What follows belongs to an exercise in optimizing a design on an open flow for small area and a short achievable clock period; a production flow would make more cautious choices. No activity file was given, so power comes from the tool's default toggle rates.

Setup of build 83:
// multiplier
module multiplier (
    input clk,
    input rst,
    input start,
    input [31:0] A,
    input [31:0] B,
    input [7:0] Physical_address_in,
    input [31:0] PC_in,
    output [63:0] Product,
    output reg done,
    output reg [7:0] Physical_address_out,
    output reg [31:0] PC_out
);
export LEC_CHECK = 0
export CAP_MARGIN = 20
export CORE_MARGIN = 2
export CORE_UTILIZATION = 40
export SETUP_SLACK_MARGIN = 0.9
export SLEW_MARGIN = 20
export SYNTH_HIERARCHICAL = 1
export SYNTH_MINIMUM_KEEP_SIZE = 0
create_clock -name core_clock -period 5.0 [get_ports {clk}]
standard.sh (not shown) runs the stock make flow with config.mk's settings and CLKGATE_MAP_FILE= SYNTH_SCRIPT=/design/flow/synth_recipe.tcl, a recipe that flattens the netlist after the stock synthesis.
==> flow/flow/run.sh <==
#!/bin/bash
# Layout flow: the standard ORFS flow (standard.sh) with extra ORFS
# settings read from flow/knobs.txt (one VAR=value per line; @FLOW@ stands
# for this flow folder). Its output goes to standard.log.
set -euo pipefail
flowdir="$(pwd)/flow"
knobs=()
while IFS= read -r line; do
  [[ -z "$line" || "$line" == \#* ]] && continue
  knobs+=("${line//@FLOW@/$flowdir}")
done < flow/knobs.txt
bash standard.sh "${knobs[@]}" finish > standard.log 2>&1
==> flow/flow/downsize.tcl <==
# Start the layout from the smallest drive strength of every logic cell that
# synthesis sized up; the flow's timing repair then sizes up what needs it.
set n 0
foreach inst [[ord::get_db_block] getInsts] {
  set m [[$inst getMaster] getName]
  if {![regexp {^(sky130_fd_sc_hd__[a-z0-9]+)_([0-9]+)$} $m -> base size]} { continue }
  if {$size <= 1} { continue }
  if {[string match "*df*" $base] || [string match "*conb*" $base] || [string match "*clk*" $base]} { continue }
  set small [get_lib_cells -quiet ${base}_1]
  if {$small == ""} { continue }
  replace_cell [$inst getName] $small
  incr n
}
puts "downsize: $n cells set to drive strength 1"
==> flow/flow/knobs.txt <==
BUFFER_PORTS_ARGS=-buffer_cell sky130_fd_sc_hd__buf_1
PRE_FLOORPLAN_TCL=@FLOW@/downsize.tcl
Build 83 went all the way through synthesis, placement and routing and the layout is clean on timing, DRC and antenna.
Input-level comparison between build 53 and build 83:
diff --git a/flow/config.mk b/flow/config.mk
--- a/flow/config.mk
+++ b/flow/config.mk
@@ -9,5 +9,5 @@
 export CORE_MARGIN = 2
 export CORE_UTILIZATION = 40
-export SETUP_SLACK_MARGIN = 0.9
+export SETUP_SLACK_MARGIN = 0.75
 export SLEW_MARGIN = 20
 export SYNTH_HIERARCHICAL = 1
Notes after the runs:
| final weighted congestion of routability-driven global placement | build 53 vs build 83 | 1.1% higher |
Part of the total power dissipated in the clock network was higher in the run labelled build 53.
The final reports for build 53 and build 83 show wire length of the first global-routing pass lower in the former.
Post-cts gate resize count, build 83 and build 53: higher on build 83
More vias were needed by build 83 than by build 53.
Re post-route non-filler standard cell count: build 83 and build 53 aren't equal, and the lower value belongs to build 53.
For build 65, these inputs were changed with respect to build 53:
diff --git a/flow/config.mk b/flow/config.mk
--- a/flow/config.mk
+++ b/flow/config.mk
@@ -9,5 +9,5 @@
 export CORE_MARGIN = 2
 export CORE_UTILIZATION = 40
-export SETUP_SLACK_MARGIN = 0.75
+export SETUP_SLACK_MARGIN = 0.3
 export SLEW_MARGIN = 20
 export SYNTH_HIERARCHICAL = 1
### Flow results
The number of buffers outside the clock class in the layout of build 65 falls short of that of build 53 by 5.1%. Changes observed in build 65 relative to build 53: cell count after synthesis held; routed wire length on met3 now sits lower. Summary of build 65 over build 53: via count of the first global-routing pass dropped 3.4%, combinational power share dropped 0.2 points. Higher global routing usage on met1 among build 65 and build 53: build 65. Instance count along the most critical hold path came out exactly the same in build 65 and build 53. Overall power consumption, build 65 and build 53: higher on build 53. First-iteration DRC count delta for build 65 relative to build 53: 144 higher.
Here is what was changed in the inputs of build 19 compared with build 65.
diff --git a/flow/flow/downsize.tcl b/flow/flow/downsize.tcl
--- a/flow/flow/downsize.tcl
+++ b/flow/flow/downsize.tcl
@@ -6,5 +6,5 @@
   if {![regexp {^(sky130_fd_sc_hd__[a-z0-9]+)_([0-9]+)$} $m -> base size]} { continue }
   if {$size <= 1} { continue }
-  if {[string match "*df*" $base] || [string match "*conb*" $base] || [string match "*clk*" $base]} { continue }
+  if {[string match "*df*" $base] || [string match "*conb*" $base] || [string match "*clk*" $base] || [string match "*maj3*" $base]} { continue }
   set small [get_lib_cells -quiet ${base}_1]
   if {$small == ""} { continue }
diff --git a/flow/config.mk b/flow/config.mk
--- a/flow/config.mk
+++ b/flow/config.mk
@@ -9,5 +9,5 @@
 export CORE_MARGIN = 2
 export CORE_UTILIZATION = 40
-export SETUP_SLACK_MARGIN = 0.3
+export SETUP_SLACK_MARGIN = 0.6
 export SLEW_MARGIN = 20
 export SYNTH_HIERARCHICAL = 1
- Status: stage delay of the slowest cell on the critical path parity (build 65, build 19)
- Number of filler instances in the final layout for build 19 is higher than for build 65.
- In the tables for build 65 and build 19, first-pass GRT wire length reads higher with build 19.
- Build 19 does worse than build 65 on die area.
- [compare] base=build 65 new=build 19: power +550 uW; post-layout minimum cycle time fell 330 ps.
- Status: via count parity (build 65, build 19)
- Build 19 ended up with a lower final period utilization than build 65 did.
- Build 19 against build 65: design area held; y dimension of the die climbed 1.0 um.
No run of this note included a check of the RTL's function; only the layout flow was run.

==> static timing again, ports no longer ideal <==
No port has a modelled driver above. Below, the same layouts with a new extraction and two added sets of constraints. Step 1 assumes that a clkbuf_16 drives the clock port and a buf_2 every other input. Step 2 adds t to the input delays and takes it off the output delays; t is the mean of the earliest and latest rising clock arrival at the registers after step 1. Input paths then give back, and output paths get back, about the clock's delay inside the block. a / b / c = ideal / step 1 / step 2; a / b = the first two.
run	t (ns)	slack for setup (ns)	latest minus earliest clock arrival (ns)	worst slew at a driven data input, ns	cell pins on the clock port's net
build 83	0.501	0.867 / 0.875 / 0.374	0.026 / 0.026	0.12	1
build 53	0.487	0.780 / 0.765 / 0.282	0.029 / 0.029	0.12	1
build 65	0.487	0.400 / 0.352 / 0.037	0.022 / 0.022	0.15	1
build 19	0.534	0.735 / 0.686 / 0.191	0.025 / 0.025	0.10	1
After both steps setup and hold are still met in every run listed. The setup slack of build 19, which loses most, moves by -0.049 ns with the drivers and by -0.544 ns with both steps.
